What follows belongs to an exercise in optimizing a design on an open flow for small area, a short achievable clock period and few clock cycles per item; a production flow would make more cautious choices. In this exercise RTL edits were held to simulation tests only and were not proved equivalent to the original. No activity file was given, so power comes from the tool's default toggle rates.

`flow/config.mk`:
```
export PLATFORM = sky130hd
export DESIGN_NAME = viterbi_decoder
export DESIGN_NICKNAME = viterbi_decoder
export VERILOG_FILES = /design/flow/design.v
export SDC_FILE = /design/flow/constraint.sdc
export NUM_CORES = 4
export LEC_CHECK = 0
export ABC_AREA = 1
export CAP_MARGIN = 20
export CORE_MARGIN = 2
export CORE_UTILIZATION = 40
export SETUP_SLACK_MARGIN = 0.35
export SLEW_MARGIN = 20
```
`flow/constraint.sdc`:
```
create_clock -name core_clock -period 5.0 [get_ports {clk}]
set_input_delay 1.0000 -clock core_clock [delete_from_list [all_inputs] [get_ports {clk}]]
set_output_delay 1.0000 -clock core_clock [all_outputs]
set_load 0.01 [all_outputs]
```
`flow/design.v`:
```
module vfront(data, cut);
  input [15:0] data;
  output [22:0] cut;
  wire new_n40, new_n41, new_n42, new_n43, new_n44, new_n45, new_n46,
    new_n47, new_n48, new_n49, new_n50, new_n51, new_n52, new_n53, new_n54,
    new_n55, new_n56, new_n57, new_n58, new_n59, new_n60, new_n61, new_n62,
    new_n63, new_n64, new_n65, new_n66, new_n67, new_n68, new_n69, new_n70,
    new_n71, new_n72, new_n73, new_n74, new_n75, new_n76, new_n77, new_n78,
    new_n79, new_n80, new_n81, new_n82, new_n83, new_n84, new_n85, new_n86,
    new_n87, new_n88, new_n89, new_n90, new_n91, new_n92, new_n93, new_n94,
    new_n95, new_n96, new_n97, new_n98, new_n99, new_n100, new_n101,
    new_n102, new_n103, new_n104, new_n105, new_n106, new_n107, new_n108,
    new_n109, new_n110, new_n111, new_n112, new_n113, new_n114, new_n115,
    new_n116, new_n117, new_n118, new_n119, new_n120, new_n121, new_n122,
    new_n123, new_n124, new_n125, new_n126, new_n127, new_n128, new_n129,
    new_n130, new_n131, new_n132, new_n133, new_n134, new_n135, new_n136,
    new_n137, new_n138, new_n139, new_n140, new_n141, new_n142, new_n143,
    new_n144, new_n145, new_n146, new_n147, new_n148, new_n149, new_n150,
    new_n151, new_n152, new_n153, new_n154, new_n155, new_n156, new_n157,
    new_n158, new_n159, new_n160, new_n161, new_n162, new_n163, new_n164,
    new_n165, new_n166, new_n167, new_n168, new_n170, new_n171, new_n172,
    new_n173, new_n174, new_n176, new_n177, new_n178, new_n179, new_n180,
    new_n181, new_n182, new_n183, new_n184, new_n185, new_n186, new_n187,
    new_n188, new_n189, new_n190, new_n191, new_n193, new_n194, new_n195,
    new_n196, new_n197, new_n198, new_n199, new_n200, new_n201, new_n202,
    new_n203, new_n204, new_n205, new_n206, new_n207, new_n208, new_n209,
    new_n210, new_n211, new_n212, new_n213, new_n214, new_n217, new_n218,
    new_n219, new_n220, new_n221, new_n222, new_n223, new_n224, new_n226,
    new_n227, new_n228, new_n229, new_n230, new_n231, new_n232, new_n233,
    new_n234, new_n235, new_n236, new_n237, new_n238, new_n239, new_n240,
    new_n241, new_n242, new_n243, new_n244, new_n245, new_n246, new_n247,
    new_n248, new_n249, new_n250, new_n251, new_n252, new_n253, new_n254,
    new_n255, new_n256, new_n257, new_n258, new_n259, new_n260, new_n261,
    new_n262, new_n263, new_n265, new_n266, new_n267, new_n268, new_n269,
    new_n270, new_n271, new_n272, new_n273, new_n275, new_n276, new_n277,
    new_n278, new_n279, new_n281, new_n282, new_n283, new_n284, new_n285,
    new_n286, new_n287, new_n288, new_n289, new_n290, new_n291, new_n292,
    new_n293, new_n294, new_n295, new_n296, new_n298, new_n299, new_n300,
    new_n301, new_n303, new_n304, new_n305, new_n307, new_n308, new_n310,
    new_n311, new_n313, new_n315, new_n316, new_n318, new_n319;
  assign new_n40 = data[10] & ~data[11];
  assign new_n41 = ~data[10] & data[11];
  assign new_n42 = ~new_n40 & ~new_n41;
  assign new_n43 = data[12] & ~new_n42;
  assign new_n44 = ~data[12] & new_n42;
  assign new_n45 = ~new_n43 & ~new_n44;
  assign new_n46 = data[14] & data[15];
  assign new_n47 = data[12] & ~data[13];
  assign new_n48 = ~data[12] & data[13];
  assign new_n49 = ~new_n47 & ~new_n48;
  assign new_n50 = new_n46 & new_n49;
  assign new_n51 = ~data[14] & ~data[15];
  assign new_n52 = ~new_n49 & new_n51;
  assign new_n53 = ~new_n50 & ~new_n52;
  assign new_n54 = new_n45 & new_n53;
  assign new_n55 = ~data[8] & ~new_n42;
  assign new_n56 = data[8] & new_n42;
  assign new_n57 = ~new_n55 & ~new_n56;
  assign new_n58 = ~new_n54 & ~new_n57;
  assign new_n59 = data[8] & ~data[9];
  assign new_n60 = ~data[8] & data[9];
  assign new_n61 = ~new_n59 & ~new_n60;
  assign new_n62 = data[10] & ~new_n61;
  assign new_n63 = ~data[10] & new_n61;
  assign new_n64 = ~new_n62 & ~new_n63;
  assign new_n65 = new_n49 & ~new_n64;
  assign new_n66 = ~new_n49 & new_n64;
  assign new_n67 = ~new_n65 & ~new_n66;
  assign new_n68 = new_n53 & ~new_n67;
  assign new_n69 = new_n58 & new_n68;
  assign new_n70 = ~new_n46 & ~new_n51;
  assign new_n71 = new_n67 & new_n70;
  assign new_n72 = ~new_n58 & new_n71;
  assign new_n73 = ~data[11] & ~data[13];
  assign new_n74 = data[11] & data[13];
  assign new_n75 = ~new_n73 & ~new_n74;
  assign new_n76 = ~data[10] & new_n46;
  assign new_n77 = data[10] & new_n51;
  assign new_n78 = ~new_n76 & ~new_n77;
  assign new_n79 = ~new_n70 & new_n78;
  assign new_n80 = ~new_n75 & ~new_n79;
  assign new_n81 = ~new_n61 & new_n75;
  assign new_n82 = new_n61 & new_n78;
  assign new_n83 = ~new_n81 & ~new_n82;
  assign new_n84 = ~new_n80 & new_n83;
  assign new_n85 = ~new_n57 & new_n84;
  assign new_n86 = ~new_n72 & ~new_n85;
  assign new_n87 = ~new_n69 & new_n86;
  assign new_n88 = ~data[6] & ~new_n61;
  assign new_n89 = data[6] & new_n61;
  assign new_n90 = ~new_n88 & ~new_n89;
  assign new_n91 = ~data[6] & ~data[7];
  assign new_n92 = data[6] & data[7];
  assign new_n93 = ~new_n91 & ~new_n92;
  assign new_n94 = new_n86 & new_n93;
  assign new_n95 = new_n54 & new_n57;
  assign new_n96 = new_n90 & new_n95;
  assign new_n97 = new_n94 & ~new_n96;
  assign new_n98 = ~data[6] & data[7];
  assign new_n99 = ~new_n75 & new_n98;
  assign new_n100 = data[6] & ~data[7];
  assign new_n101 = new_n75 & new_n100;
  assign new_n102 = ~new_n99 & ~new_n101;
  assign new_n103 = ~new_n86 & ~new_n102;
  assign new_n104 = ~new_n97 & ~new_n103;
  assign new_n105 = new_n53 & ~new_n70;
  assign new_n106 = ~new_n45 & new_n105;
  assign new_n107 = ~new_n104 & ~new_n106;
  assign new_n108 = ~new_n90 & ~new_n107;
  assign new_n109 = new_n87 & ~new_n108;
  assign new_n110 = ~new_n57 & new_n93;
  assign new_n111 = new_n86 & ~new_n110;
  assign new_n112 = ~new_n90 & ~new_n111;
  assign new_n113 = ~new_n54 & new_n57;
  assign new_n114 = new_n71 & ~new_n113;
  assign new_n115 = new_n57 & new_n84;
  assign new_n116 = ~new_n114 & ~new_n115;
  assign new_n117 = ~new_n112 & ~new_n116;
  assign new_n118 = new_n67 & ~new_n70;
  assign new_n119 = ~new_n68 & ~new_n118;
  assign new_n120 = new_n112 & ~new_n119;
  assign new_n121 = ~new_n103 & ~new_n120;
  assign new_n122 = ~new_n117 & new_n121;
  assign new_n123 = ~new_n109 & ~new_n122;
  assign new_n124 = new_n95 & ~new_n104;
  assign new_n125 = ~new_n93 & ~new_n116;
  assign new_n126 = ~new_n124 & ~new_n125;
  assign new_n127 = ~new_n123 & ~new_n126;
  assign new_n128 = ~data[7] & ~new_n61;
  assign new_n129 = data[7] & new_n61;
  assign new_n130 = ~new_n128 & ~new_n129;
  assign new_n131 = new_n69 & ~new_n70;
  assign new_n132 = new_n69 & new_n98;
  assign new_n133 = ~new_n131 & ~new_n132;
  assign new_n134 = ~new_n53 & new_n67;
  assign new_n135 = ~new_n57 & new_n134;
  assign new_n136 = ~new_n104 & ~new_n135;
  assign new_n137 = new_n54 & ~new_n57;
  assign new_n138 = ~new_n71 & new_n137;
  assign new_n139 = ~new_n130 & new_n138;
  assign new_n140 = ~new_n93 & ~new_n139;
  assign new_n141 = ~new_n136 & ~new_n140;
  assign new_n142 = ~data[9] & ~new_n42;
  assign new_n143 = data[9] & new_n42;
  assign new_n144 = ~new_n142 & ~new_n143;
  assign new_n145 = ~new_n98 & new_n144;
  assign new_n146 = ~new_n54 & ~new_n119;
  assign new_n147 = ~new_n78 & new_n146;
  assign new_n148 = new_n68 & new_n113;
  assign new_n149 = ~new_n61 & new_n148;
  assign new_n150 = ~new_n147 & ~new_n149;
  assign new_n151 = ~new_n91 & ~new_n144;
  assign new_n152 = ~new_n150 & ~new_n151;
  assign new_n153 = ~new_n145 & new_n152;
  assign new_n154 = ~new_n141 & ~new_n153;
  assign new_n155 = new_n133 & new_n154;
  assign new_n156 = ~new_n127 & new_n155;
  assign new_n157 = ~new_n57 & new_n70;
  assign new_n158 = ~new_n70 & ~new_n144;
  assign new_n159 = ~new_n157 & ~new_n158;
  assign new_n160 = new_n146 & new_n159;
  assign new_n161 = ~new_n92 & ~new_n148;
  assign new_n162 = ~new_n160 & ~new_n161;
  assign new_n163 = new_n75 & ~new_n116;
  assign new_n164 = new_n54 & ~new_n82;
  assign new_n165 = new_n144 & new_n164;
  assign new_n166 = new_n150 & ~new_n165;
  assign new_n167 = ~new_n163 & new_n166;
  assign new_n168 = ~new_n91 & ~new_n167;
  assign cut[7] = new_n162 | new_n168;
  assign new_n170 = new_n146 & ~new_n159;
  assign new_n171 = new_n93 & ~new_n170;
  assign new_n172 = ~new_n147 & ~new_n171;
  assign new_n173 = ~cut[7] & new_n172;
  assign new_n174 = data[6] & new_n173;
  assign cut[4] = ~new_n156 | new_n174;
  assign new_n176 = new_n130 & cut[4];
  assign new_n177 = new_n69 & ~new_n176;
  assign new_n178 = data[7] & new_n78;
  assign new_n179 = ~data[7] & ~new_n79;
  assign new_n180 = ~new_n178 & ~new_n179;
  assign new_n181 = new_n67 & new_n180;
  assign new_n182 = ~new_n107 & new_n181;
  assign new_n183 = ~new_n68 & new_n94;
  assign new_n184 = ~new_n182 & new_n183;
  assign new_n185 = new_n90 & new_n148;
  assign new_n186 = new_n112 & new_n181;
  assign new_n187 = ~new_n138 & ~new_n186;
  assign new_n188 = ~new_n185 & new_n187;
  assign new_n189 = ~new_n107 & ~new_n188;
  assign new_n190 = ~new_n184 & ~new_n189;
  assign new_n191 = ~new_n177 & new_n190;
  assign cut[0] = new_n127 | ~new_n191;
  assign new_n193 = ~new_n107 & ~new_n119;
  assign new_n194 = new_n156 & ~new_n193;
  assign new_n195 = new_n86 & ~new_n130;
  assign new_n196 = ~new_n194 & ~new_n195;
  assign new_n197 = new_n54 & ~new_n96;
  assign new_n198 = new_n57 & new_n134;
  assign new_n199 = ~new_n197 & ~new_n198;
  assign new_n200 = ~new_n196 & new_n199;
  assign new_n201 = new_n96 & new_n118;
  assign new_n202 = ~new_n94 & new_n201;
  assign new_n203 = ~new_n69 & ~new_n119;
  assign new_n204 = new_n69 & new_n70;
  assign new_n205 = ~new_n94 & ~new_n204;
  assign new_n206 = ~new_n203 & ~new_n205;
  assign new_n207 = ~new_n202 & ~new_n206;
  assign new_n208 = ~new_n200 & new_n207;
  assign new_n209 = ~new_n90 & new_n134;
  assign new_n210 = ~new_n148 & ~new_n209;
  assign new_n211 = ~new_n93 & ~new_n210;
  assign new_n212 = ~new_n181 & ~new_n211;
  assign new_n213 = new_n208 & ~new_n212;
  assign new_n214 = ~new_n123 & ~new_n213;
  assign cut[1] = new_n141 | ~new_n214;
  assign cut[2] = new_n123 | ~new_n208;
  assign new_n217 = new_n207 & ~new_n211;
  assign new_n218 = ~new_n103 & new_n217;
  assign new_n219 = new_n86 & new_n199;
  assign new_n220 = ~new_n86 & ~new_n199;
  assign new_n221 = ~new_n219 & ~new_n220;
  assign new_n222 = new_n104 & ~new_n221;
  assign new_n223 = new_n130 & ~new_n222;
  assign new_n224 = ~new_n194 & new_n223;
  assign cut[3] = ~new_n218 | new_n224;
  assign new_n226 = ~data[10] & ~new_n46;
  assign new_n227 = ~new_n51 & ~new_n226;
  assign new_n228 = ~new_n80 & new_n227;
  assign new_n229 = ~data[8] & ~data[9];
  assign new_n230 = data[12] & new_n61;
  assign new_n231 = ~data[12] & ~new_n61;
  assign new_n232 = new_n73 & ~new_n227;
  assign new_n233 = new_n74 & new_n227;
  assign new_n234 = ~new_n232 & ~new_n233;
  assign new_n235 = ~new_n231 & new_n234;
  assign new_n236 = ~new_n230 & ~new_n235;
  assign new_n237 = ~new_n229 & ~new_n236;
  assign new_n238 = ~new_n73 & new_n237;
  assign new_n239 = ~new_n74 & ~new_n237;
  assign new_n240 = ~data[10] & new_n51;
  assign new_n241 = ~new_n239 & ~new_n240;
  assign new_n242 = ~new_n238 & new_n241;
  assign new_n243 = ~new_n228 & ~new_n242;
  assign new_n244 = ~cut[7] & ~new_n243;
  assign new_n245 = data[10] & ~new_n46;
  assign new_n246 = ~new_n51 & ~new_n245;
  assign new_n247 = ~new_n75 & new_n246;
  assign new_n248 = ~new_n76 & ~new_n247;
  assign new_n249 = ~data[11] & data[13];
  assign new_n250 = data[11] & ~data[13];
  assign new_n251 = ~new_n246 & new_n250;
  assign new_n252 = new_n246 & new_n249;
  assign new_n253 = ~new_n251 & ~new_n252;
  assign new_n254 = new_n230 & new_n253;
  assign new_n255 = new_n231 & ~new_n253;
  assign new_n256 = new_n59 & ~new_n255;
  assign new_n257 = ~new_n254 & ~new_n256;
  assign new_n258 = new_n249 & new_n257;
  assign new_n259 = new_n250 & ~new_n257;
  assign new_n260 = ~new_n258 & ~new_n259;
  assign new_n261 = ~new_n77 & ~new_n260;
  assign new_n262 = new_n248 & ~new_n261;
  assign new_n263 = cut[7] & ~new_n262;
  assign cut[5] = new_n244 | new_n263;
  assign new_n265 = ~new_n42 & ~new_n67;
  assign new_n266 = new_n79 & new_n265;
  assign new_n267 = ~new_n75 & new_n266;
  assign new_n268 = ~new_n237 & ~new_n267;
  assign new_n269 = ~cut[7] & ~new_n268;
  assign new_n270 = new_n75 & new_n265;
  assign new_n271 = ~new_n78 & new_n270;
  assign new_n272 = new_n257 & ~new_n271;
  assign new_n273 = cut[7] & ~new_n272;
  assign cut[6] = new_n269 | new_n273;
  assign new_n275 = new_n98 & ~new_n131;
  assign new_n276 = new_n75 & ~new_n87;
  assign new_n277 = ~new_n144 & new_n164;
  assign new_n278 = new_n172 & ~new_n277;
  assign new_n279 = ~new_n276 & new_n278;
  assign cut[10] = ~new_n275 & ~new_n279;
  assign new_n281 = data[8] & data[9];
  assign new_n282 = ~new_n236 & ~new_n281;
  assign new_n283 = new_n74 & ~new_n282;
  assign new_n284 = new_n73 & new_n282;
  assign new_n285 = ~new_n283 & ~new_n284;
  assign new_n286 = ~new_n240 & ~new_n285;
  assign new_n287 = ~new_n228 & ~new_n286;
  assign new_n288 = ~cut[10] & new_n287;
  assign new_n289 = new_n60 & ~new_n255;
  assign new_n290 = ~new_n254 & ~new_n289;
  assign new_n291 = ~new_n250 & ~new_n290;
  assign new_n292 = ~new_n249 & new_n290;
  assign new_n293 = ~new_n77 & ~new_n292;
  assign new_n294 = ~new_n291 & new_n293;
  assign new_n295 = new_n248 & ~new_n294;
  assign new_n296 = cut[10] & new_n295;
  assign cut[8] = ~new_n288 & ~new_n296;
  assign new_n298 = ~new_n271 & new_n290;
  assign new_n299 = cut[10] & ~new_n298;
  assign new_n300 = ~new_n267 & ~new_n282;
  assign new_n301 = ~cut[10] & ~new_n300;
  assign cut[9] = new_n299 | new_n301;
  assign new_n303 = ~new_n91 & ~new_n148;
  assign new_n304 = ~new_n160 & ~new_n303;
  assign new_n305 = ~new_n92 & ~new_n167;
  assign cut[13] = new_n304 | new_n305;
  assign new_n307 = ~new_n243 & ~cut[13];
  assign new_n308 = ~new_n262 & cut[13];
  assign cut[11] = new_n307 | new_n308;
  assign new_n310 = ~new_n268 & ~cut[13];
  assign new_n311 = ~new_n272 & cut[13];
  assign cut[12] = new_n310 | new_n311;
  assign new_n313 = new_n100 & ~new_n131;
  assign cut[16] = ~new_n279 & ~new_n313;
  assign new_n315 = new_n287 & ~cut[16];
  assign new_n316 = new_n295 & cut[16];
  assign cut[14] = ~new_n315 & ~new_n316;
  assign new_n318 = ~new_n298 & cut[16];
  assign new_n319 = ~new_n300 & ~cut[16];
  assign cut[15] = new_n318 | new_n319;
  assign cut[17] = data[0];
  assign cut[18] = data[1];
  assign cut[19] = data[2];
  assign cut[20] = data[3];
  assign cut[21] = data[4];
  assign cut[22] = data[5];
endmodule
module vback(cut, dout);
  input [22:0] cut;
  output [7:0] dout;
  wire new_n32, new_n33, new_n34, new_n35, new_n36, new_n37, new_n38,
    new_n39, new_n40, new_n41, new_n42, new_n43, new_n44, new_n45, new_n46,
    new_n47, new_n48, new_n49, new_n50, new_n51, new_n52, new_n53, new_n54,
    new_n55, new_n56, new_n57, new_n58, new_n59, new_n60, new_n61, new_n62,
    new_n63, new_n64, new_n65, new_n66, new_n67, new_n68, new_n69, new_n70,
    new_n71, new_n72, new_n73, new_n74, new_n75, new_n76, new_n77, new_n78,
    new_n79, new_n80, new_n81, new_n82, new_n83, new_n84, new_n85, new_n86,
    new_n87, new_n88, new_n89, new_n90, new_n91, new_n92, new_n93, new_n94,
    new_n95, new_n96, new_n97, new_n98, new_n99, new_n100, new_n101,
    new_n102, new_n103, new_n104, new_n105, new_n106, new_n107, new_n108,
    new_n109, new_n110, new_n111, new_n112, new_n113, new_n114, new_n115,
    new_n116, new_n117, new_n118, new_n119, new_n120, new_n121, new_n122,
    new_n123, new_n124, new_n125, new_n126, new_n127, new_n128, new_n129,
    new_n130, new_n131, new_n132, new_n133, new_n134, new_n135, new_n136,
    new_n137, new_n138, new_n139, new_n140, new_n141, new_n142, new_n143,
    new_n144, new_n145, new_n146, new_n147, new_n148, new_n149, new_n150,
    new_n151, new_n152, new_n153, new_n154, new_n155, new_n156, new_n157,
    new_n158, new_n159, new_n160, new_n161, new_n162, new_n163, new_n164,
    new_n165, new_n166, new_n167, new_n168, new_n169, new_n170, new_n171,
    new_n172, new_n173, new_n174, new_n175, new_n176, new_n177, new_n178,
    new_n179, new_n180, new_n181, new_n182, new_n183, new_n184, new_n185,
    new_n186, new_n187, new_n188, new_n189, new_n190, new_n191, new_n192,
    new_n193, new_n194, new_n195, new_n196, new_n197, new_n198, new_n199,
    new_n200, new_n201, new_n202, new_n203, new_n204, new_n205, new_n206,
    new_n207, new_n208, new_n209, new_n210, new_n211, new_n212, new_n213,
    new_n214, new_n215, new_n216, new_n217, new_n218, new_n219, new_n220,
    new_n221, new_n222, new_n223, new_n224, new_n225, new_n226, new_n227,
    new_n228, new_n229, new_n230, new_n231, new_n232, new_n233, new_n234,
    new_n235, new_n236, new_n237, new_n238, new_n239, new_n240, new_n241,
    new_n242, new_n243, new_n244, new_n245, new_n247, new_n248, new_n249,
    new_n250, new_n251, new_n252, new_n253, new_n254, new_n255, new_n256,
    new_n257, new_n258, new_n259, new_n260, new_n261, new_n263, new_n264,
    new_n265, new_n266, new_n267, new_n268, new_n269, new_n270, new_n271,
    new_n272, new_n273, new_n274, new_n275, new_n277, new_n278, new_n279,
    new_n280, new_n281, new_n282, new_n283, new_n284, new_n285, new_n286,
    new_n287, new_n288, new_n289, new_n290, new_n291, new_n292, new_n293,
    new_n294, new_n295, new_n296, new_n298, new_n299, new_n300, new_n301,
    new_n302, new_n303, new_n304, new_n305, new_n306, new_n307, new_n308,
    new_n309, new_n310, new_n311, new_n312, new_n313, new_n315, new_n316,
    new_n317, new_n318, new_n319, new_n320, new_n321, new_n322, new_n323,
    new_n324, new_n325, new_n326, new_n327, new_n328, new_n329, new_n330,
    new_n332, new_n333, new_n334, new_n335, new_n336, new_n337, new_n339,
    new_n340, new_n341, new_n342, new_n343, new_n344, new_n345, new_n346;
  assign new_n32 = cut[21] & ~cut[22];
  assign new_n33 = ~cut[1] & ~cut[3];
  assign new_n34 = ~cut[4] & new_n33;
  assign new_n35 = cut[1] & cut[2];
  assign new_n36 = ~cut[0] & cut[3];
  assign new_n37 = ~new_n35 & new_n36;
  assign new_n38 = cut[0] & ~cut[3];
  assign new_n39 = ~cut[2] & new_n38;
  assign new_n40 = ~new_n37 & ~new_n39;
  assign new_n41 = ~new_n34 & new_n40;
  assign new_n42 = new_n32 & new_n41;
  assign new_n43 = ~cut[21] & cut[22];
  assign new_n44 = ~new_n41 & new_n43;
  assign new_n45 = ~new_n42 & ~new_n44;
  assign new_n46 = ~cut[0] & ~cut[2];
  assign new_n47 = cut[0] & cut[2];
  assign new_n48 = ~new_n46 & ~new_n47;
  assign new_n49 = new_n33 & ~new_n48;
  assign new_n50 = cut[4] & ~new_n49;
  assign new_n51 = ~cut[3] & new_n35;
  assign new_n52 = ~new_n47 & ~new_n51;
  assign new_n53 = new_n50 & new_n52;
  assign new_n54 = ~new_n45 & new_n53;
  assign new_n55 = cut[21] & cut[22];
  assign new_n56 = cut[2] & cut[3];
  assign new_n57 = ~cut[4] & ~new_n56;
  assign new_n58 = new_n55 & ~new_n57;
  assign new_n59 = ~cut[21] & ~cut[22];
  assign new_n60 = new_n57 & new_n59;
  assign new_n61 = ~new_n58 & ~new_n60;
  assign new_n62 = cut[0] & cut[3];
  assign new_n63 = ~cut[2] & ~cut[4];
  assign new_n64 = cut[2] & cut[4];
  assign new_n65 = ~new_n63 & ~new_n64;
  assign new_n66 = new_n62 & ~new_n65;
  assign new_n67 = ~new_n35 & new_n66;
  assign new_n68 = cut[1] & ~cut[4];
  assign new_n69 = cut[3] & new_n68;
  assign new_n70 = ~new_n51 & ~new_n69;
  assign new_n71 = ~new_n67 & new_n70;
  assign new_n72 = cut[0] & cut[1];
  assign new_n73 = ~cut[3] & ~cut[4];
  assign new_n74 = ~new_n72 & new_n73;
  assign new_n75 = ~cut[2] & new_n74;
  assign new_n76 = ~new_n50 & ~new_n75;
  assign new_n77 = new_n71 & new_n76;
  assign new_n78 = ~new_n61 & new_n77;
  assign new_n79 = ~new_n56 & new_n72;
  assign new_n80 = ~new_n64 & ~new_n79;
  assign new_n81 = cut[22] & ~new_n80;
  assign new_n82 = cut[3] & ~cut[22];
  assign new_n83 = ~new_n81 & ~new_n82;
  assign new_n84 = new_n78 & ~new_n83;
  assign new_n85 = ~new_n54 & ~new_n84;
  assign new_n86 = cut[19] & ~cut[20];
  assign new_n87 = ~new_n85 & new_n86;
  assign new_n88 = cut[19] & cut[20];
  assign new_n89 = new_n55 & new_n57;
  assign new_n90 = ~new_n57 & new_n59;
  assign new_n91 = ~new_n89 & ~new_n90;
  assign new_n92 = ~new_n71 & ~new_n91;
  assign new_n93 = ~new_n32 & ~new_n43;
  assign new_n94 = new_n75 & new_n93;
  assign new_n95 = new_n71 & ~new_n94;
  assign new_n96 = ~new_n92 & ~new_n95;
  assign new_n97 = new_n88 & new_n96;
  assign new_n98 = ~cut[19] & ~cut[20];
  assign new_n99 = ~new_n50 & new_n72;
  assign new_n100 = new_n71 & new_n99;
  assign new_n101 = ~cut[0] & ~cut[4];
  assign new_n102 = ~new_n49 & ~new_n56;
  assign new_n103 = new_n101 & ~new_n102;
  assign new_n104 = ~new_n93 & ~new_n103;
  assign new_n105 = ~new_n100 & new_n104;
  assign new_n106 = ~new_n53 & new_n93;
  assign new_n107 = ~new_n105 & ~new_n106;
  assign new_n108 = new_n98 & new_n107;
  assign new_n109 = ~new_n97 & ~new_n108;
  assign new_n110 = ~new_n87 & new_n109;
  assign new_n111 = ~cut[19] & cut[20];
  assign new_n112 = ~new_n61 & ~new_n71;
  assign new_n113 = ~cut[2] & cut[4];
  assign new_n114 = new_n47 & new_n73;
  assign new_n115 = ~new_n113 & ~new_n114;
  assign new_n116 = ~new_n50 & ~new_n115;
  assign new_n117 = ~new_n103 & new_n116;
  assign new_n118 = new_n71 & ~new_n72;
  assign new_n119 = new_n117 & new_n118;
  assign new_n120 = ~new_n45 & new_n119;
  assign new_n121 = ~new_n112 & ~new_n120;
  assign new_n122 = new_n111 & ~new_n121;
  assign new_n123 = new_n110 & ~new_n122;
  assign new_n124 = cut[1] & cut[3];
  assign new_n125 = new_n93 & ~new_n124;
  assign new_n126 = new_n53 & new_n125;
  assign new_n127 = cut[2] & ~cut[4];
  assign new_n128 = new_n35 & ~new_n127;
  assign new_n129 = cut[0] & new_n128;
  assign new_n130 = ~new_n35 & ~new_n66;
  assign new_n131 = ~new_n129 & ~new_n130;
  assign new_n132 = ~new_n93 & new_n131;
  assign new_n133 = ~new_n126 & ~new_n132;
  assign new_n134 = new_n83 & ~new_n133;
  assign new_n135 = ~new_n78 & new_n88;
  assign new_n136 = new_n71 & ~new_n103;
  assign new_n137 = ~new_n50 & ~new_n72;
  assign new_n138 = new_n136 & new_n137;
  assign new_n139 = ~new_n45 & new_n138;
  assign new_n140 = new_n98 & ~new_n139;
  assign new_n141 = ~new_n135 & ~new_n140;
  assign new_n142 = ~new_n134 & ~new_n141;
  assign new_n143 = ~new_n86 & ~new_n111;
  assign new_n144 = new_n112 & ~new_n127;
  assign new_n145 = ~new_n143 & ~new_n144;
  assign new_n146 = ~cut[1] & ~cut[2];
  assign new_n147 = ~cut[0] & new_n146;
  assign new_n148 = ~cut[3] & ~new_n72;
  assign new_n149 = ~new_n147 & ~new_n148;
  assign new_n150 = new_n54 & new_n149;
  assign new_n151 = new_n145 & ~new_n150;
  assign new_n152 = ~new_n142 & ~new_n151;
  assign new_n153 = new_n123 & ~new_n152;
  assign new_n154 = cut[17] & ~cut[18];
  assign new_n155 = new_n88 & new_n112;
  assign new_n156 = new_n54 & new_n98;
  assign new_n157 = ~new_n155 & ~new_n156;
  assign new_n158 = new_n154 & new_n157;
  assign new_n159 = new_n153 & new_n158;
  assign new_n160 = ~cut[17] & cut[18];
  assign new_n161 = ~new_n154 & ~new_n160;
  assign new_n162 = cut[20] & ~new_n107;
  assign new_n163 = new_n32 & ~new_n41;
  assign new_n164 = new_n41 & new_n43;
  assign new_n165 = ~new_n163 & ~new_n164;
  assign new_n166 = new_n119 & ~new_n165;
  assign new_n167 = new_n92 & new_n127;
  assign new_n168 = new_n98 & ~new_n167;
  assign new_n169 = ~new_n166 & new_n168;
  assign new_n170 = ~new_n162 & ~new_n169;
  assign new_n171 = new_n53 & ~new_n165;
  assign new_n172 = new_n77 & ~new_n91;
  assign new_n173 = ~cut[2] & cut[3];
  assign new_n174 = ~new_n64 & ~new_n173;
  assign new_n175 = new_n172 & ~new_n174;
  assign new_n176 = ~new_n171 & ~new_n175;
  assign new_n177 = ~cut[22] & new_n80;
  assign new_n178 = cut[3] & ~new_n101;
  assign new_n179 = cut[22] & ~new_n178;
  assign new_n180 = ~new_n177 & ~new_n179;
  assign new_n181 = ~new_n133 & ~new_n180;
  assign new_n182 = ~new_n61 & ~new_n75;
  assign new_n183 = ~new_n95 & ~new_n182;
  assign new_n184 = cut[19] & ~new_n183;
  assign new_n185 = ~new_n181 & ~new_n184;
  assign new_n186 = ~new_n176 & ~new_n185;
  assign new_n187 = ~new_n170 & new_n186;
  assign new_n188 = new_n170 & new_n185;
  assign new_n189 = ~new_n187 & ~new_n188;
  assign new_n190 = new_n149 & new_n171;
  assign new_n191 = new_n92 & ~new_n127;
  assign new_n192 = new_n143 & ~new_n191;
  assign new_n193 = ~new_n190 & new_n192;
  assign new_n194 = new_n138 & ~new_n165;
  assign new_n195 = new_n111 & ~new_n194;
  assign new_n196 = new_n86 & ~new_n172;
  assign new_n197 = ~new_n195 & ~new_n196;
  assign new_n198 = ~new_n181 & ~new_n197;
  assign new_n199 = ~new_n193 & ~new_n198;
  assign new_n200 = new_n189 & ~new_n199;
  assign new_n201 = cut[20] & new_n171;
  assign new_n202 = new_n200 & ~new_n201;
  assign new_n203 = ~new_n161 & ~new_n202;
  assign new_n204 = ~new_n85 & new_n111;
  assign new_n205 = new_n86 & ~new_n121;
  assign new_n206 = ~new_n204 & ~new_n205;
  assign new_n207 = cut[3] & ~new_n113;
  assign new_n208 = ~new_n80 & new_n207;
  assign new_n209 = cut[1] & ~cut[22];
  assign new_n210 = ~cut[1] & cut[22];
  assign new_n211 = ~new_n209 & ~new_n210;
  assign new_n212 = new_n208 & new_n211;
  assign new_n213 = ~new_n143 & ~new_n212;
  assign new_n214 = ~new_n78 & ~new_n96;
  assign new_n215 = ~cut[20] & new_n214;
  assign new_n216 = ~new_n213 & ~new_n215;
  assign new_n217 = ~new_n54 & ~new_n139;
  assign new_n218 = new_n162 & new_n217;
  assign new_n219 = new_n216 & ~new_n218;
  assign new_n220 = new_n206 & ~new_n219;
  assign new_n221 = ~new_n152 & new_n220;
  assign new_n222 = cut[18] & new_n221;
  assign new_n223 = ~new_n166 & ~new_n167;
  assign new_n224 = ~new_n78 & ~new_n139;
  assign new_n225 = new_n145 & new_n224;
  assign new_n226 = new_n172 & new_n174;
  assign new_n227 = ~new_n194 & ~new_n226;
  assign new_n228 = ~new_n145 & new_n227;
  assign new_n229 = ~new_n225 & ~new_n228;
  assign new_n230 = new_n223 & new_n229;
  assign new_n231 = new_n189 & ~new_n230;
  assign new_n232 = new_n208 & ~new_n211;
  assign new_n233 = ~new_n123 & ~new_n232;
  assign new_n234 = new_n231 & ~new_n233;
  assign new_n235 = ~new_n172 & ~new_n183;
  assign new_n236 = cut[20] & new_n235;
  assign new_n237 = ~new_n107 & new_n176;
  assign new_n238 = ~cut[20] & new_n237;
  assign new_n239 = ~new_n236 & ~new_n238;
  assign new_n240 = ~new_n194 & ~new_n239;
  assign new_n241 = new_n234 & ~new_n240;
  assign new_n242 = ~new_n199 & ~new_n241;
  assign new_n243 = ~cut[17] & new_n242;
  assign new_n244 = ~new_n222 & ~new_n243;
  assign new_n245 = ~new_n203 & ~new_n244;
  assign dout[0] = ~new_n159 & ~new_n245;
  assign new_n247 = new_n98 & ~new_n176;
  assign new_n248 = new_n88 & ~new_n223;
  assign new_n249 = ~new_n247 & ~new_n248;
  assign new_n250 = new_n206 & new_n249;
  assign new_n251 = ~new_n230 & new_n250;
  assign new_n252 = new_n159 & ~new_n251;
  assign new_n253 = ~new_n203 & ~new_n252;
  assign new_n254 = ~new_n153 & ~new_n161;
  assign new_n255 = new_n157 & ~new_n254;
  assign new_n256 = new_n160 & ~new_n251;
  assign new_n257 = new_n111 & new_n171;
  assign new_n258 = new_n86 & new_n92;
  assign new_n259 = ~new_n257 & ~new_n258;
  assign new_n260 = ~new_n256 & new_n259;
  assign new_n261 = new_n255 & new_n260;
  assign dout[1] = ~new_n253 | ~new_n261;
  assign new_n263 = new_n234 & new_n259;
  assign new_n264 = new_n253 & new_n263;
  assign new_n265 = ~new_n242 & ~new_n264;
  assign new_n266 = ~cut[18] & ~new_n234;
  assign new_n267 = new_n221 & ~new_n266;
  assign new_n268 = ~dout[1] & ~new_n267;
  assign new_n269 = new_n255 & ~new_n256;
  assign new_n270 = ~new_n199 & new_n259;
  assign new_n271 = new_n240 & new_n270;
  assign new_n272 = new_n234 & new_n271;
  assign new_n273 = new_n253 & new_n272;
  assign new_n274 = new_n269 & ~new_n273;
  assign new_n275 = ~new_n268 & new_n274;
  assign dout[2] = new_n265 | new_n275;
  assign new_n277 = new_n111 & ~new_n253;
  assign new_n278 = new_n86 & ~new_n92;
  assign new_n279 = new_n253 & new_n278;
  assign new_n280 = ~new_n277 & ~new_n279;
  assign new_n281 = ~new_n134 & ~new_n181;
  assign new_n282 = new_n107 & new_n281;
  assign new_n283 = ~new_n194 & ~new_n282;
  assign new_n284 = new_n143 & ~new_n283;
  assign new_n285 = ~new_n171 & ~new_n284;
  assign new_n286 = new_n280 & new_n285;
  assign new_n287 = dout[2] & ~new_n286;
  assign new_n288 = ~new_n268 & new_n269;
  assign new_n289 = new_n88 & ~new_n267;
  assign new_n290 = ~dout[1] & new_n289;
  assign new_n291 = ~new_n98 & new_n217;
  assign new_n292 = ~new_n282 & new_n291;
  assign new_n293 = ~new_n290 & new_n292;
  assign new_n294 = new_n98 & new_n268;
  assign new_n295 = ~new_n293 & ~new_n294;
  assign new_n296 = ~new_n288 & new_n295;
  assign dout[3] = new_n287 | new_n296;
  assign new_n298 = new_n57 & ~new_n93;
  assign new_n299 = new_n59 & ~new_n288;
  assign new_n300 = ~new_n295 & new_n299;
  assign new_n301 = ~new_n298 & ~new_n300;
  assign new_n302 = ~new_n288 & ~new_n295;
  assign new_n303 = ~new_n55 & new_n286;
  assign new_n304 = dout[2] & new_n303;
  assign new_n305 = ~new_n302 & ~new_n304;
  assign new_n306 = new_n301 & ~new_n305;
  assign new_n307 = new_n41 & new_n93;
  assign new_n308 = ~new_n32 & ~new_n307;
  assign new_n309 = ~new_n287 & new_n308;
  assign new_n310 = ~new_n43 & ~new_n307;
  assign new_n311 = new_n287 & new_n310;
  assign new_n312 = ~new_n309 & ~new_n311;
  assign new_n313 = dout[3] & new_n312;
  assign dout[4] = new_n306 | new_n313;
  assign new_n315 = cut[16] & new_n313;
  assign new_n316 = cut[10] & new_n306;
  assign new_n317 = ~new_n315 & ~new_n316;
  assign new_n318 = new_n43 & new_n287;
  assign new_n319 = new_n32 & ~new_n287;
  assign new_n320 = ~new_n318 & ~new_n319;
  assign new_n321 = dout[3] & ~new_n307;
  assign new_n322 = new_n320 & new_n321;
  assign new_n323 = cut[13] & new_n322;
  assign new_n324 = new_n55 & ~new_n302;
  assign new_n325 = new_n301 & ~new_n324;
  assign new_n326 = dout[2] & new_n286;
  assign new_n327 = ~new_n302 & ~new_n326;
  assign new_n328 = ~new_n325 & ~new_n327;
  assign new_n329 = cut[7] & new_n328;
  assign new_n330 = ~new_n323 & ~new_n329;
  assign dout[5] = ~new_n317 | ~new_n330;
  assign new_n332 = cut[15] & new_n313;
  assign new_n333 = cut[9] & new_n306;
  assign new_n334 = ~new_n332 & ~new_n333;
  assign new_n335 = cut[12] & new_n322;
  assign new_n336 = cut[6] & new_n328;
  assign new_n337 = ~new_n335 & ~new_n336;
  assign dout[6] = ~new_n334 | ~new_n337;
  assign new_n339 = cut[8] & new_n306;
  assign new_n340 = cut[11] & ~new_n307;
  assign new_n341 = dout[3] & new_n340;
  assign new_n342 = new_n320 & new_n341;
  assign new_n343 = ~new_n339 & ~new_n342;
  assign new_n344 = cut[5] & new_n328;
  assign new_n345 = new_n343 & ~new_n344;
  assign new_n346 = cut[14] & new_n313;
  assign dout[7] = ~new_n345 | new_n346;
endmodule
module viterbi_decoder(clk, rst, en, data, data_out, done_flag);
    input clk, rst, en;
    input [15:0] data;
    output [7:0] data_out;
    output reg done_flag;
    wire [22:0] cut;
    reg  [22:0] cut_q;
    vfront head (.data(data), .cut(cut));
    vback  tail (.cut(cut_q), .dout(data_out));
    always @(posedge clk or posedge rst)
        if (rst) done_flag <= 1'b0;
        else     done_flag <= en;
    always @(posedge clk)
        cut_q <= cut;
endmodule
```
`flow/flow/run.sh`:
```
#!/bin/bash
# The standard layout (the standard.sh, on the standard synthesis script) with two
# changes:
#  - ADDER_MAP_FILE is empty, so Yosys does not extract half/full adders into
#    sky130 ha/fa cells before ABC; ABC maps that logic with the rest.
#  - the port buffers inserted before global placement are sky130_fd_sc_hd__buf_2
#    instead of the resizer's default pick (a clkdlybuf4s50 delay cell).
# Registers and their names are those of the standard synthesis.
set -euo pipefail
export BUFFER_PORTS_ARGS="-buffer_cell sky130_fd_sc_hd__buf_2"
bash standard.sh ADDER_MAP_FILE= finish > standard.log 2>&1
```
`flow/standard.sh`:
```
#!/bin/bash
# synth_recipe.tcl (not shown) runs the flow's synth.tcl, then flattens the netlist and writes it again
# the make line also repeats each setting of config.mk as NAME=value (left out here)
make -C /OpenROAD-flow-scripts/flow DESIGN_CONFIG=/design/flow/config.mk WORK_HOME=/design/flow/orfs CLKGATE_MAP_FILE= SYNTH_SCRIPT=/design/flow/synth_recipe.tcl "${@:-finish}"
```
==> metrics.md, run 1 <==
| Metric | Value |
|---|---|
| Final hold vios | `0` |
| Layout cells sized above 1 | `approximately 17%` |
| CTS tree | `done` |
| Router iterations before antenna repair | `5` |
| FP Rows | `32` |
| Iter 0 DRT Violations | `between 200 and 250` |
| Max-slew violations | `0` |
| CTS Buffer Depth | `2` |
| Total number of vias | `between 3000 and 4000` |
| Maxcap violations | `0` |
| I/O pin count | `28` |
| Synth top area cells | `nand2_1 (21%), dfxtp_1 (15%), inv_1 (9.1%), nand3_1 (8.0%), nor2_1 (7.7%)` |
| Tmin final | `around 4.3 ns` |
| Routed WL | `8680 µm` |
| CP arrival | `3.29 ns` |
| Pre-CTS WS | `around 0.90 ns` |
| Top cell type's share of synthesized area | `around a fifth` |
| Placed instance count | `between 600 and 700` |
| Status | `no timing/DRC/antenna violations` |
| Crit path launch type | `flip-flop` |
| DRC | `0` |
| DP HPWL | `around 7300 µm` |
| Power Internal | `a little over 800 µW` |
| Pwr Total | `between 1.5 and 2 mW` |
| Die Y | `~90 µm` |
| Vias in the first global route | `~3500` |
| Avg Cell Area, Syn | `5.47 µm²` |
| Clock share of power | `under 10%` |
| Fin nets | `about 620` |
| Most frequent cells in the layout | `nand2_1 (177), inv_1 (76), nor2_1 (64)` |
| First-pass GRT wire length | `15200 µm` |
| Final setup margin | `roughly 0.71 ns` |
| Worst EP required | `about 4.0 ns` |
| Initial antenna violation count | `0` |
| Pin count of the biggest net entering global routing | `15` |
| Psw | `roughly 1.0 mW` |
| Yosys Warn Count | `1` |
| Die Wd | `roughly 92 µm` |
| # setup viols final | `0` |
| Area delta synth->final | `9.27%` |
| Non-Filler Instances | `700` |
| Post-synth top area cell | `nand2_1` |
| Initial Util | `41.0%` |
| TritonCTS buffer count | `3` |
| Full die area | `8550 µm²` |
| Max Freq | `233 MHz` |
| Post-CTS Setup Bufs | `0` |
| Clock sinks | `24` |
| Worst Path Max Fanout | `11` |
| Worst slew margin | `between 50% and 60%` |
| TNS Setup | `0 ns` |
| Slew @ Worst Pin | `just under 0.6 ns` |
| Switching Fraction | `between 50% and 60%` |
| Worst setup EP type | `output port` |
| Xor/xnor share of the synthesized area | `3.52%` |
| Routability cong. | `between 0.9 and 1` |
| Peak supply drop | `approximately 260 µV` |
| Flop pwr share | `16.0%` |
| Worst-path clk slew | `approximately 0.08 ns` |
| Vias per cell | `around 5.2` |
| Pwr/cell area | `about 540 nW/µm²` |
| Seq/Total Area, Yosys | `15.5%` |
| Period utilization | `a little under nine tenths` |
| Synth Instances | `between 500 and 600` |
| Synth Register Bits | `24` |
| Compound-Gate Fraction of Synth Area | `between 10% and 20%` |
| N_diodes | `0` |
| Port bufs | `27` |
| Root buf cell | `clkbuf_8` |
| Gr usage total | `21.1%` |
| Post-Synth Simple-Gate Area | `50.3%` |
| Post-Syn Area | `between 3000 and 4000 µm²` |
| Mux cell area share after synthesis | `0%` |
| GR Overflow Total | `0` |
| Logic gate share of total power | `roughly three quarters` |
| Synth Area in Adders | `0%` |
| Wirelength per Cell | `roughly 12 µm` |
| Antenna-violating nets left | `0` |
| Worst hold-check path type | `input port to async pin` |
| Mapped Nets | `~590` |
| RSZ-0062 raised after global routing | `no` |
| Synth cell types | `44` |
| CP Class | `flip-flop to output port` |
| Core footprint | `7650 µm²` |
| LEAKAGE | `around 1.8 nW` |
| Most common cell after layout, fill and taps aside | `nand2_1` |
| Fin util | `between 40 and 50%` |
| H-tree levels | `1` |
| Main combinational cell family by area after synthesis | `simple AND/OR/NAND/NOR gates` |
==> power groups by stage <==
stage	clock network, mW	logic (mW)	registers, mW
final	0.168	1.39	0.297
after CTS	0.174	1.38	0.294
after global placement	0	1.37	0.298
after detailed placement	0	1.37	0.299
after global routing	0.183	1.57	0.304
after floorplan	0	1.09	0.265
==> through the flow <==
step	cell area, µm²	hold WS, ns
4_1_cts	3420	0.534
3_5_place_dp	3350	0.834
2_1_floorplan	3130	0.729
3_3_place_gp	3350	0.832
6_report	3420	0.541
5_1_grt	3420	0.535
==> repair_timing <==
action / in CTS / in global routing
resized for setup: 0 / 3
setup endpoints to repair: 0 / 4
hold buffers: 0 / 0
==> how the worst max path moves through the flow <==
stage | start | endpoint | slack, ns
after floorplan | cut_q[3]$_DFF_P_ | data_out[5] | 1.63
after global placement | cut_q[4]$_DFF_P_ | data_out[7] | 0.90
after detailed placement | cut_q[4]$_DFF_P_ | data_out[6] | 0.90
after CTS | cut_q[4]$_DFF_P_ | data_out[6] | 0.59
after global routing | cut_q[4]$_DFF_P_ | data_out[5] | 0.35
final | cut_q[4]$_DFF_P_ | data_out[6] | 0.71
==> kinds of logic (layout without fill, tap and decap cells) <==
family	Yosys count	in the layout
AND/OR/NAND/NOR	349	349
AO/OA/AOI/OAI	96	96
buffers and inverters	94	119
flip-flops	24	24
XOR/XNOR	10	10
==> worst max-delay path, cell delays in order, from the launching register on <==
cell and delay (ns):
dfxtp_2 0.39, inv_1 0.17, nand2_1 0.15, nand4_1 0.24
nand3_1 0.12, nor2_1 0.24, nand2_1 0.15, nand3_1 0.13
nand2_1 0.06, nor2_1 0.10, nor2_2 0.07, nand2_1 0.06
nand2_1 0.06, nand2_2 0.09, nand2_1 0.07, o21ai_2 0.16
nand2_1 0.13, nand2_2 0.10, nand2_1 0.11, nand3_1 0.10
nand2_1 0.06, inv_1 0.06, nand3_2 0.06, buf_2 0.14
==> layout make-up <==
class,count,area (µm²)
fill,847,4230
multi-input combinational,455,2270
sequential,24,489
inverter,88,330
timing repair buffer,27,135
tap,102,128
clock buffer,3,41.3
clock inverter,1,30.0
==> cell usage after synthesis <==
cell type / n
xor2_1: 6
o221ai_1: 1
xor2_2: 3
o22ai_1: 3
a31o_2: 1
inv_1: 76
a32o_1: 1
a21boi_1: 1
a21o_1: 1
inv_2: 12
buf_2: 2
o21ai_1: 5
nand2_2: 19
o21ai_0: 34
dfrtp_1: 1
xnor2_1: 1
nor2_2: 4
nor4_1: 1
a21boi_2: 1
o21bai_1: 1
and2_1: 1
o31a_1: 1
nand4_1: 10
nand2_4: 3
nand3_2: 7
buf_6: 2
nor2_4: 3
nand3b_1: 3
a21oi_1: 23
dfxtp_1: 23
a22oi_1: 1
and2_4: 1
a31oi_1: 6
nor3_1: 5
nor2_1: 64
or2_2: 1
nand3_1: 50
o21a_1: 1
buf_4: 2
o21ai_2: 8
a21oi_2: 1
o211ai_1: 5
a21oi_4: 1
nand2_1: 177
==> layer usage <==
layer | track usage, % | routed length (µm) | vias to the layer above
met5 | 0 | 0 | -
met4 | 6.97 | 249 | 0
met3 | 2.03 | 484 | 26
met2 | 38.3 | 4180 | 145
met1 | 25.9 | 3770 | 1588
li1 | - | - | 1894
==> registers in the layout, indices dropped and copies added (netlist names) <==
register	cells
cut_q	23
done_flag	1
Testbench counts, summed over its fixed seeds: cycles 1,280, blocks 1,280.
==> run 2: changes to the inputs <==
--- a/flow/config.mk
+++ b/flow/config.mk
@@ -9,5 +9,5 @@
 export CAP_MARGIN = 20
 export CORE_MARGIN = 2
-export CORE_UTILIZATION = 40
-export SETUP_SLACK_MARGIN = 0.35
+export CORE_UTILIZATION = 55
+export SETUP_SLACK_MARGIN = 0.45
 export SLEW_MARGIN = 20
==> metrics.md, run 2 <==
| Metric | Value |
|---|---|
| Biggest register | `cut_q (unchanged)` |
| Vias in the first global route | `3408 (was 3529)` |
| Peak supply drop | `222 µV (was 262 µV)` |
| TritonCTS buffer count | `3 (unchanged)` |
| H-tree levels | `1 (unchanged)` |
| Worst Path Max Fanout | `11 (unchanged)` |
| Fin nets | `618 (unchanged)` |
| Die Y | `79.5 µm (was 92.5 µm)` |
| I/O pin count | `28 (unchanged)` |
| Port bufs | `27 (unchanged)` |
| Prevailing post-synth register cell | `dfxtp_1 (unchanged)` |
| Slew @ Worst Pin | `0.593 ns (was 0.595 ns)` |
| Synth top cells by count | `nand2_1 (177), inv_1 (76), nor2_1 (64), nand3_1 (50), o21ai_0 (34) (unchanged)` |
| Worst setup EP type | `output port (unchanged)` |
| Gr usage total | `28.8% (was 21.1%)` |
| CTS Buffer Depth | `2 (unchanged)` |
| Pwr/cell area | `548 nW/µm² (was 543 nW/µm²)` |
| Pre-CTS WS | `1.00 ns (was 0.903 ns)` |
| Worst slew margin | `60.1% (was 59.9%)` |
| Fin util | `61.5% (was 44.7%)` |
| Root buf cell | `clkbuf_8 (unchanged)` |
| Crit path launch type | `flip-flop (unchanged)` |
| Largest registers | `cut_q x23, done_flag x1 (unchanged)` |
| Area of the multi-input gates | `2270 µm² (about the same)` |
| CTS tree | `done (unchanged)` |
| Die Wd | `79.5 µm (was 92.5 µm)` |
| Clock sinks | `24 (unchanged)` |
| Final setup margin | `0.760 ns (was 0.711 ns)` |
| Post-synth top area cell | `nand2_1 (unchanged)` |
| Routability cong. | `1.04 (was 0.969)` |
| N_diodes | `0 (unchanged)` |
| Worst-path clk slew | `0.09 ns (was 0.08 ns)` |
| Max Freq | `236 MHz (was 233 MHz)` |
| Seq/Total Area, Yosys | `15.5% (unchanged)` |
| Most frequent cells in the layout | `nand2_1 (177), inv_1 (76), nor2_1 (63) (was nand2_1 (177), inv_1 (76), nor2_1 (64))` |
| CTS Hold Bufs | `0 (unchanged)` |
| FF+latch area | `490 µm² (was 489 µm²)` |
| Router iterations before antenna repair | `6 (was 5)` |
| TNS Setup | `0 ns (unchanged)` |
| Tmin final | `4.24 ns (was 4.29 ns)` |
| Max-slew violations | `0 (unchanged)` |
| Period utilization | `84.8% (was 85.8%)` |
| First-pass GRT wire length | `14900 µm (was 15200 µm)` |
| Full die area | `6310 µm² (was 8550 µm²)` |
| Routed WL | `8610 µm (was 8680 µm)` |
| Most common cell after layout, fill and taps aside | `nand2_1 (unchanged)` |
| Pin count of the biggest net entering global routing | `15 (unchanged)` |
| Antenna-violating nets left | `0 (unchanged)` |
| RSZ-0062 raised after global routing | `no (unchanged)` |
| Fraction of registers with async set/reset | `4.17% (unchanged)` |
| Area delta synth->final | `8.19% (was 9.27%)` |
| # setup viols final | `0 (unchanged)` |
| Avg Cell Area, Syn | `5.47 µm² (unchanged)` |
| CP arrival | `3.24 ns (was 3.29 ns)` |
| Layout cells sized above 1 | `16.9% (was 16.6%)` |
| Worst hold-check path type | `input port to async pin (unchanged)` |
| Core footprint | `5510 µm² (was 7650 µm²)` |
| Largest register FFs | `23 (unchanged)` |
| Top cell type's share of synthesized area | `21.2% (unchanged)` |
| WP buf/inv | `3 (unchanged)` |
| Synth Register Bits | `24 (unchanged)` |
| CP Class | `flip-flop to output port (unchanged)` |
| FP Rows | `27 (was 32)` |
| Final hold vios | `0 (unchanged)` |
| Initial Util | `56.9% (was 41.0%)` |
| GR Overflow Total | `0 (unchanged)` |
| DRC | `0 (unchanged)` |
| Largest stage delay on the critical path | `0.38 ns (was 0.39 ns)` |
| Synth top area cells | `nand2_1 (21%), dfxtp_1 (15%), inv_1 (9.1%), nand3_1 (8.0%), nor2_1 (7.7%) (unchanged)` |
| Worst EP required | `4.00 ns (about the same)` |
| Vias per cell | `5.53 (was 5.22)` |
| Crit-path most repeated cell | `nand2_1 (unchanged)` |
| Worst path cell trace | `inv_1 -> nand2_1 -> nand4_1 -> nand3_1 -> nor2_1 -> nand2_1 -> nand2_1 -> nand2_1 -> a21oi_1 -> nor2_1 -> nand3_1 -> nand2_2 -> inv_2 -> nand2_2 -> o21ai_2 -> nand2_1 -> a21oi_4 -> nand2_2 -> nand3_1 -> nand4_1 -> buf_2 (was inv_1 -> nand2_1 -> nand4_1 -> nand3_1 -> nor2_1 -> nand2_1 -> nand3_1 -> nand2_1 -> nor2_1 -> nor2_2 -> nand2_1 -> nand2_1 -> nand2_2 -> nand2_1 -> o21ai_2 -> nand2_1 -> nand2_2 -> nand2_1 -> nand3_1 -> nand2_1 -> inv_1 -> nand3_2 -> buf_2)` |
| Yosys Warn Count | `1 (unchanged)` |
| # fillers | `563 (was 847)` |
| Initial antenna violation count | `0 (unchanged)` |
| Iter 0 DRT Violations | `261 (was 222)` |
| Synth cell types | `44 (unchanged)` |
| Maxcap violations | `0 (unchanged)` |
| Post-Syn Area | `3130 µm² (unchanged)` |
| Wirelength per Cell | `12.8 µm (was 12.4 µm)` |
| Mapped Nets | `592 (unchanged)` |
| Status | `no timing/DRC/antenna violations (unchanged)` |
| CP max stage cell | `dfxtp_2 (unchanged)` |
| LEAKAGE | `1.85 nW (about the same)` |
| Total number of vias | `3705 (was 3653)` |
| EDFF count, synth | `0 (unchanged)` |
| DP HPWL | `7190 µm (was 7330 µm)` |
| Top-count cell post-synth | `nand2_1 (unchanged)` |
| Crit path max-delay family | `simple AND/OR/NAND/NOR gates (unchanged)` |
| Synth Instances | `573 (unchanged)` |
[run 2: what timing repair did]
| item | in CTS | in global routing |
|---|---|---|
| buffers inserted | 0 | 0 |
| setup endpoints to repair | 0 | 4 |
| gates resized for setup | 0 | 5 |
[run 2: final timing paths]
check / start / to / slack (ns) / depth (start not counted)
min: rst / done_flag$_DFF_PP0_ / 0.54 / 2
max: cut_q[4]$_DFF_P_ / data_out[7] / 0.76 / 21
min in group core_clock: data[3] / cut_q[20]$_DFF_P_ / 0.82 / 1
max in group asynchronous: rst / done_flag$_DFF_PP0_ / 4.37 / 2
[run 2: cell families after synthesis]
| group | count (synthesis) | synth area share, % |
|---|---|---|
| AOI/OAI and AO/OA | 96 | 18.7 |
| xor gates and xnor gates | 10 | 3.52 |
| buffers and inverters | 94 | 12.1 |
| DFF | 24 | 15.5 |
| and+or+nand+nor | 349 | 50.3 |
[run 2: routing by layer]
layer	track usage, %	routed length, µm	vias to the layer above
met5	0	0	-
met4	11.6	320	0
met3	3.73	550	34
met1	33.5	3550	1588
li1	-	-	1898
met2	52.8	4190	185
[run 2: through the flow]
step	instances	power (mW)	hold slack (ns)	instance area, µm²
finish	670	1.86	0.539	3390
global route	670	2.06	0.548	3390
CTS	670	1.83	0.533	3380
detailed placement	666	1.66	0.835	3310
global placement	666	1.66	0.832	3310
floorplan	573	1.36	0.729	3130
[run 2: layout make-up]
| cell class | instances | area share, % |
|---|---|---|
| multi-input combinational | 455 | 67.0 |
| sequential | 24 | 14.5 |
| inverter | 88 | 9.75 |
| timing repair buffer | 27 | 3.99 |
| tap | 72 | 2.66 |
| clock buffer | 3 | 1.22 |
| clock inverter | 1 | 0.886 |
[run 2: power breakdown]
part / internal [mW] / switching [mW] / leakage (nW)
logic: 0.460 / 0.927 / 1.61
clock network: 0.107 / 0.0621 / 0.0357
registers: 0.243 / 0.0568 / 0.205
==> run 3: changes to the inputs <==
--- a/flow/config.mk
+++ b/flow/config.mk
@@ -9,5 +9,5 @@
 export CAP_MARGIN = 20
 export CORE_MARGIN = 2
-export CORE_UTILIZATION = 55
+export CORE_UTILIZATION = 40
 export SETUP_SLACK_MARGIN = 0.45
 export SLEW_MARGIN = 20
==> metrics.md, run 3 <==
| Metric | Value |
|---|---|
| Seq/Total Area, Yosys | `15.5% (unchanged)` |
| CTS tree | `done (unchanged)` |
| Slew @ Worst Pin | `0.596 ns (was 0.593 ns)` |
| Clock sinks | `24 (unchanged)` |
| Die Y | `92.5 µm (was 79.5 µm)` |
| TritonCTS buffer count | `3 (unchanged)` |
| Worst-path clk slew | `0.08 ns (was 0.09 ns)` |
| Period utilization | `83.3% (was 84.8%)` |
| Power Internal | `816 µW (was 810 µW)` |
| Avg Cell Area, Syn | `5.47 µm² (unchanged)` |
| Die Wd | `92.5 µm (was 79.5 µm)` |
| Wirelength per Cell | `12.5 µm (was 12.8 µm)` |
| EDFF count, synth | `0 (unchanged)` |
| Synth top area cells | `nand2_1 (21%), dfxtp_1 (15%), inv_1 (9.1%), nand3_1 (8.0%), nor2_1 (7.7%) (unchanged)` |
| Top-count cell post-synth | `nand2_1 (unchanged)` |
| LEAKAGE | `1.85 nW (about the same)` |
| Pre-CTS WS | `0.903 ns (was 1.00 ns)` |
| Post-CTS Setup Bufs | `0 (unchanged)` |
| Placed instance count | `696 (was 666)` |
| Yosys Warn Count | `1 (unchanged)` |
| Total number of vias | `3664 (was 3705)` |
| Fin util | `45.0% (was 61.5%)` |
| TNS Setup | `0 ns (unchanged)` |
| Vias per cell | `5.23 (was 5.53)` |
| Routability cong. | `0.969 (was 1.04)` |
| Final setup margin | `0.834 ns (was 0.760 ns)` |
| Biggest register | `cut_q (unchanged)` |
| Worst Path Max Fanout | `6 (was 11)` |
| Router iterations before antenna repair | `6 (unchanged)` |
| Antenna-violating nets left | `0 (unchanged)` |
| N_diodes | `0 (unchanged)` |
| Layout cells sized above 1 | `17.4% (was 16.9%)` |
| RSZ-0062 raised after global routing | `no (unchanged)` |
| Gr usage total | `21.1% (was 28.8%)` |
| Largest registers | `cut_q x23, done_flag x1 (unchanged)` |
| Pin count of the biggest net entering global routing | `15 (unchanged)` |
| Core footprint | `7650 µm² (was 5510 µm²)` |
| DRC | `0 (unchanged)` |
| Worst EP required | `4.00 ns (about the same)` |
| Worst hold-check path type | `input port to async pin (unchanged)` |
| DP HPWL | `7330 µm (was 7190 µm)` |
| Prevailing post-synth register cell | `dfxtp_1 (unchanged)` |
| CTS Buffer Depth | `2 (unchanged)` |
| First-pass GRT wire length | `15200 µm (was 14900 µm)` |
| Synth top cells by count | `nand2_1 (177), inv_1 (76), nor2_1 (64), nand3_1 (50), o21ai_0 (34) (unchanged)` |
| Synth cell types | `44 (unchanged)` |
| Fin nets | `618 (unchanged)` |
| Max-slew violations | `0 (unchanged)` |
| Psw | `1.06 mW (was 1.05 mW)` |
| Area delta synth->final | `9.87% (was 8.19%)` |
| CP Class | `flip-flop to output port (unchanged)` |
| FP Rows | `32 (was 27)` |
| Top cell type's share of synthesized area | `21.2% (unchanged)` |
| Largest register FFs | `23 (unchanged)` |
| Pwr/cell area | `544 nW/µm² (was 548 nW/µm²)` |
| Final hold vios | `0 (unchanged)` |
| I/O pin count | `28 (unchanged)` |
| Fraction of registers with async set/reset | `4.17% (unchanged)` |
| Root buf cell | `clkbuf_8 (unchanged)` |
| Logic gate share of total power | `75.0% (was 74.7%)` |
| H-tree levels | `1 (unchanged)` |
| Post-route cell area | `3440 µm² (was 3390 µm²)` |
| Full die area | `8550 µm² (was 6310 µm²)` |
| Flop pwr share | `16.0% (was 16.1%)` |
| Post-Syn Area | `3130 µm² (unchanged)` |
| Iter 0 DRT Violations | `225 (was 261)` |
| Vias in the first global route | `3529 (was 3408)` |
| Synth Instances | `573 (unchanged)` |
| Tmin final | `4.17 ns (was 4.24 ns)` |
| Max Freq | `240 MHz (was 236 MHz)` |
| Most common cell after layout, fill and taps aside | `nand2_1 (unchanged)` |
| Mapped Nets | `592 (unchanged)` |
| # setup viols final | `0 (unchanged)` |
| Most frequent cells in the layout | `nand2_1 (176), inv_1 (75), nor2_1 (62) (was nand2_1 (177), inv_1 (76), nor2_1 (63))` |
| Switching Fraction | `56.4% (about the same)` |
| Initial antenna violation count | `0 (unchanged)` |
| Final hold slack | `0.541 ns (was 0.539 ns)` |
| Status | `no timing/DRC/antenna violations (unchanged)` |
| Synth Register Bits | `24 (unchanged)` |
| Post-synth top area cell | `nand2_1 (unchanged)` |
| Clock share of power | `9.0% (was 9.1%)` |
| DP Area | `3350 µm² (was 3310 µm²)` |
| CP arrival | `3.17 ns (was 3.24 ns)` |
| Peak supply drop | `262 µV (was 222 µV)` |
| Worst setup EP type | `output port (unchanged)` |
| Worst slew margin | `59.9% (was 60.1%)` |
| Initial Util | `41.0% (was 56.9%)` |
| GR Overflow Total | `0 (unchanged)` |
| Crit path launch type | `flip-flop (unchanged)` |
| Maxcap violations | `0 (unchanged)` |
| Pwr Total | `1.87 mW (was 1.86 mW)` |
| Routed WL | `8730 µm (was 8610 µm)` |
| Non-Filler Instances | `700 (was 670)` |
| Port bufs | `27 (unchanged)` |
| CTS Hold Bufs | `0 (unchanged)` |
run 3: cell families (layout without fill, tap and decap cells):
logic type             after synthesis  count (layout)  synth area share (%)
XOR/XNOR                            10              10                  3.52
AO/OA/AOI/OAI                       96              96                  18.7
AND/OR/NAND/NOR                    349             349                  50.3
buffers and inverters               94             119                  12.1
flip-flops                          24              24                  15.5
run 3: worst max-delay path: stages, from the launching register on:
cell	delay, ns
dfxtp_1	0.45
inv_1	0.14
nor2_1	0.35
nor2_1	0.16
inv_1	0.09
nand2_1	0.09
nand3_1	0.13
nand2_1	0.06
nor2_1	0.16
nor2_4	0.07
nand2_1	0.06
nand2_1	0.06
nand2_2	0.09
nand2_1	0.07
o21ai_2	0.16
nand2_1	0.13
nand2_2	0.10
nand2_1	0.10
nand3_1	0.10
nand2_1	0.06
inv_1	0.06
nand3_2	0.06
buf_2	0.14
run 3: final timing paths:
check,startpoint,endpoint,slack [ns],cells past startpoint
worst max-delay path,cut_q[20]$_DFF_P_,data_out[6],0.83,22
max in group asynchronous,rst,done_flag$_DFF_PP0_,4.37,2
worst min-delay path,rst,done_flag$_DFF_PP0_,0.54,2
min in group core_clock,data[0],cut_q[17]$_DFF_P_,0.82,1
run 3: timing repair:
item | in CTS | in global routing
gates resized for setup | 0 | 11
hold endpoints to repair | 0 | 0
endpoints found under the setup margin | 0 | 4
run 3: power groups by stage:
| stage | Sequential, mW | Combinational, mW | Clock, mW |
|---|---|---|---|
| after global routing | 0.307 | 1.59 | 0.183 |
| after detailed placement | 0.299 | 1.37 | 0 |
| after floorplan | 0.265 | 1.09 | 0 |
| after CTS | 0.294 | 1.38 | 0.174 |
| final | 0.300 | 1.40 | 0.168 |
| after global placement | 0.298 | 1.37 | 0 |
run 3: area by class of cell:
cell class | count | area (µm²)
Timing Repair Buffer | 27 | 135
Inverter | 88 | 330
Tap cell | 102 | 128
Multi-Input combinational cell | 455 | 2280
Clock inverter | 1 | 30.0
Fill cell | 850 | 4210
Sequential cell | 24 | 495
Clock buffer | 3 | 41.3
run 3: per-layer routing:
metal	track usage, %	part of all wire, %
met4	6.97	2.9
met1	25.9	43
met5	0	0
met3	2.03	5.7
met2	38.3	48

==> re-timing with driven ports <==
The flow's constraints put no driver on any port. The routed layouts listed below were extracted and timed again, unchanged, in two steps.
Step 1: set_driving_cell puts a clkbuf_16 on clk and a buf_2 on each other input, an assumption about the parent block.
Step 2 times the ports against the registers' clock, not the clock port: input delays grow and output delays shrink by t, the midpoint of the rising clock arrivals with the driver on.
a / b / c = no drivers / after step 1 / after step 2; a / b = the first two.
| run | t (ns) | setup WS [ns] | cell pins on the clock port's net |
|---|---|---|---|
| run 1 | 0.297 | 0.711 / 0.682 / 0.979 | 1 |
| run 2 | 0.296 | 0.760 / 0.729 / 1.025 | 1 |
| run 3 | 0.296 | 0.834 / 0.806 / 1.102 | 1 |
After both steps setup and hold are still met in every run listed.
